This is an optimization exercise on Yosys and OpenROAD, whose aim is small area, not a production implementation. The RTL was checked by simulation tests, not by an equivalence proof against the original design. The flow treats the clock pin as an ideal source. Dropping or thinning the clock tree relies on that and would not hold on a real chip. Power figures rest on the tool's default switching activity, not on a simulated workload.

== job 5649 ==
==> flow/design.v <==
module PWM_play #(parameter LOD = 4095) (
        input pwm_clk,
        input rst,               
        input [15:0] pwm_data,
        output reg audio_out
);
    reg  [11:0] r;
    wire [10:0] q  = pwm_data[14:4];
    wire [3:0]  f  = pwm_data[3:0];
    wire [2:0]  h  = pwm_data[14:12];
    wire        d15 = pwm_data[15];
    wire g = (f[2] & ~h[2]) |
             (~(f[2] ^ h[2]) & ((f[1] & ~h[1]) | (~(f[1] ^ h[1]) & f[0] & ~h[0])));
    wire cin = d15 ? (f[3] | g) : (f[3] & g);
    wire [11:0] k;
    assign k[0] = cin;
    genvar i;
    generate for (i = 0; i < 11; i = i + 1) begin : cc
        assign k[i+1] = (r[i] & q[i]) | (k[i] & (r[i] | q[i]));
    end endgenerate
    wire [12:0] a;
    assign a[0] = 1'b1;
    generate for (i = 0; i < 12; i = i + 1) begin : ic
        assign a[i+1] = a[i] & r[i];
    end endgenerate
    wire r_zero = ~|r;
    wire hit = d15 ? (r[11] | a[11] | k[11]) : (r[11] & k[11]);
    wire [11:0] r_inc = r ^ a[11:0];
    wire [11:0] r_next = {r_inc[11:1], r_inc[0] | (a[11] & ~r[11])};
    always @(posedge pwm_clk) begin
        if (rst) begin
            r         <= 12'd1;
            audio_out <= 1'b0;
        end else begin
            r         <= r_next;
            audio_out <= hit & ~r_zero;
        end
    end
endmodule
Settings: LEC_CHECK=0, CAP_MARGIN=20, CELL_PAD_IN_SITES_DETAIL_PLACEMENT=0, CELL_PAD_IN_SITES_GLOBAL_PLACEMENT=0, CORE_AREA=5 5 95 95, DIE_AREA=0 0 100 100, PLACE_DENSITY=0.95, SLEW_MARGIN=20; clock period 10.0 ns.
standard.sh (not shown) runs the stock make flow with config.mk's settings and CLKGATE_MAP_FILE= SYNTH_SCRIPT=/design/flow/synth_recipe.tcl, a recipe that flattens the netlist after the stock synthesis.
==> flow/flow/run.sh <==
#!/bin/bash
# Standard ORFS layout (standard.sh) with these changes:
#  - synthesis is synth_recipe.tcl's, except that adders are left to abc (no half/full adder
#    cells) and abc maps with the area-oriented script flow/area.abc;
#  - ports are buffered with buf_1;
#  - the clock reaches all flip-flops through one clkbuf_4 (flow/one_clkbuf.tcl, run before
#    the CTS step in place of clock_tree_synthesis).
# Full tool output goes to standard.log; ORFS's per-step logs stay under orfs/logs.
set -uo pipefail
here=$(pwd)
export ABC_SCRIPT_FILE=$here/flow/area.abc
export ONE_CLKBUF_CELL=sky130_fd_sc_hd__clkbuf_4
bash standard.sh ADDER_MAP_FILE= \
  SYNTH_SCRIPT=$here/flow/synth_recipe_abc.tcl \
  'BUFFER_PORTS_ARGS=-buffer_cell sky130_fd_sc_hd__buf_1' \
  PRE_CTS_TCL=$here/flow/one_clkbuf.tcl \
  finish > standard.log 2>&1
==> flow/flow/one_clkbuf.tcl <==
# Clock distribution for a small design: one clock buffer, placed at the centre of the
# flip-flops it drives, takes the clock from the port to every flip-flop, so every register's
# clock arrives through the same single buffer. The standard CTS call is then skipped.
set block [ord::get_db_block]
set master [[ord::get_db] findMaster $::env(ONE_CLKBUF_CELL)]
set clk_net [$block findNet pwm_clk]
set inst [odb::dbInst_create $block $master clkbuf_0_pwm_clk]
set new_net [odb::dbNet_create $block clknet_0_pwm_clk]
$new_net setSigType CLOCK
set sx 0; set sy 0; set n 0
foreach iterm [$clk_net getITerms] {
  set i [$iterm getInst]
  if { [$i getName] eq "clkbuf_0_pwm_clk" } { continue }
  lassign [$i getLocation] x y
  set sx [expr {$sx + $x}]; set sy [expr {$sy + $y}]; incr n
  $iterm disconnect
  $iterm connect $new_net
}
[$inst findITerm A] connect $clk_net
[$inst findITerm X] connect $new_net
$inst setLocation [expr {int($sx / $n)}] [expr {int($sy / $n)}]
$inst setPlacementStatus PLACED
puts "one_clkbuf: $n clock sinks moved to [$new_net getName], driven by [$master getName]"
rename clock_tree_synthesis orig_clock_tree_synthesis
proc clock_tree_synthesis { args } { puts "one_clkbuf: clock_tree_synthesis skipped" }
Other scripts of this flow, unchanged in this note and not shown: flow/flow/area.abc, flow/flow/synth_recipe_abc.tcl
For job 5728, these inputs were changed with respect to job 5649:
# job 5649
export LEC_CHECK = 0
export CAP_MARGIN = 20
export CELL_PAD_IN_SITES_DETAIL_PLACEMENT = 0
export CELL_PAD_IN_SITES_GLOBAL_PLACEMENT = 0
export CORE_AREA = 5 5 95 95
export DIE_AREA = 0 0 100 100
export PLACE_DENSITY = 0.95
export SLEW_MARGIN = 20
create_clock -name core_clock -period 10.0 [get_ports {pwm_clk}]
# job 5728
export LEC_CHECK = 0
export CAP_MARGIN = 20
export CORE_AREA = 5 5 95 95
export DIE_AREA = 0 0 100 100
export SLEW_MARGIN = 20
create_clock -name core_clock -period 10.0 [get_ports {pwm_clk}]
diff --git a/flow/flow/run.sh b/flow/flow/run.sh
--- a/flow/flow/run.sh
+++ b/flow/flow/run.sh
@@ -4,5 +4,5 @@
 #    cells) and abc maps with the area-oriented script flow/area.abc;
 #  - ports are buffered with buf_1;
-#  - the clock reaches all flip-flops through one clkbuf_4 (flow/one_clkbuf.tcl, run before
+#  - the clock reaches all flip-flops through one clkbuf_8 (flow/one_clkbuf.tcl, run before
 #    the CTS step in place of clock_tree_synthesis).
 # Full tool output goes to standard.log; ORFS's per-step logs stay under orfs/logs.
@@ -10,5 +10,5 @@
 here=$(pwd)
 export ABC_SCRIPT_FILE=$here/flow/area.abc
-export ONE_CLKBUF_CELL=sky130_fd_sc_hd__clkbuf_4
+export ONE_CLKBUF_CELL=sky130_fd_sc_hd__clkbuf_8
 bash standard.sh ADDER_MAP_FILE= \
   SYNTH_SCRIPT=$here/flow/synth_recipe_abc.tcl \
Notes after the runs:
- Compare job 5649 and job 5728 | overall track demand over capacity in global routing higher: job 5649
- Compared job 5728 against job 5649; fraction of met1 tracks used by global routing within noise.
- Job 5728 falls short of job 5649 in post-route worst hold slack.
- Of the two values seen for uppermost layer routed, met4 was produced by job 5728 and met3 by job 5649.
What job 292 does differently from job 5728 at the input level:
diff --git a/flow/flow/run.sh b/flow/flow/run.sh
--- a/flow/flow/run.sh
+++ b/flow/flow/run.sh
@@ -4,5 +4,5 @@
 #    cells) and abc maps with the area-oriented script flow/area.abc;
 #  - ports are buffered with buf_1;
-#  - the clock reaches all flip-flops through one clkbuf_8 (flow/one_clkbuf.tcl, run before
+#  - the clock reaches all flip-flops through one buf_4 (flow/one_clkbuf.tcl, run before
 #    the CTS step in place of clock_tree_synthesis).
 # Full tool output goes to standard.log; ORFS's per-step logs stay under orfs/logs.
@@ -10,5 +10,5 @@
 here=$(pwd)
 export ABC_SCRIPT_FILE=$here/flow/area.abc
-export ONE_CLKBUF_CELL=sky130_fd_sc_hd__clkbuf_8
+export ONE_CLKBUF_CELL=sky130_fd_sc_hd__buf_4
 bash standard.sh ADDER_MAP_FILE= \
   SYNTH_SCRIPT=$here/flow/synth_recipe_abc.tcl \
### Flow results
Summary of job 292 over job 5728: cell area shrank by 0.76%; ratio of final minimum period to clock period shrank by 0.17 points; portion of total power attributed to the clock network shrank by 3.6 points; timing-limited maximum frequency grew by 1.2 MHz; final total power shrank by 4.7%.
Reported for job 292 and job 5728, area inside the core boundary turned out identical to the last digit.
Area growth from synthesis to layout for job 292: 1.0 points down relative to job 5728
No run of this note takes its clock network from TritonCTS; it comes from the design's own scripts or RTL.

## port drivers added, routing unchanged
The results above use ideal ports. As a check the final layouts listed here were re-extracted and re-timed, cells and wires unchanged. Step 1 (the two cells are an assumption about what drives the block):
set clk [get_ports {pwm_clk}]
set_driving_cell -lib_cell sky130_fd_sc_hd__clkbuf_16 $clk
set_driving_cell -lib_cell sky130_fd_sc_hd__buf_2 [delete_from_list [all_inputs] $clk]
Step 2 times the ports against the registers' clock, not the clock port: input delays grow and output delays shrink by t, the midpoint of the rising clock arrivals with the driver on. a / b / c = no drivers / after step 1 / after step 2; a / b = the first two.
| run | shift t [ns] | setup WS [ns] | worst setup path at the end | worst data-port slew with drivers (ns) | pins driven straight from the clock port |
|---|---|---|---|---|---|
| job 5649 | 0.196 | 6.250 / 6.243 / 6.047 | input to register | 0.05 | 1 |
| job 5728 | 0.167 | 6.258 / 6.256 / 6.089 | input to register | 0.05 | 1 |
| job 292 | 0.175 | 6.275 / 6.272 / 6.096 | input to register | 0.05 | 1 |
After both steps setup and hold are still met in every run listed. The setup slack of job 5649, which loses most, moves by -0.007 ns with the drivers and by -0.203 ns with both steps.
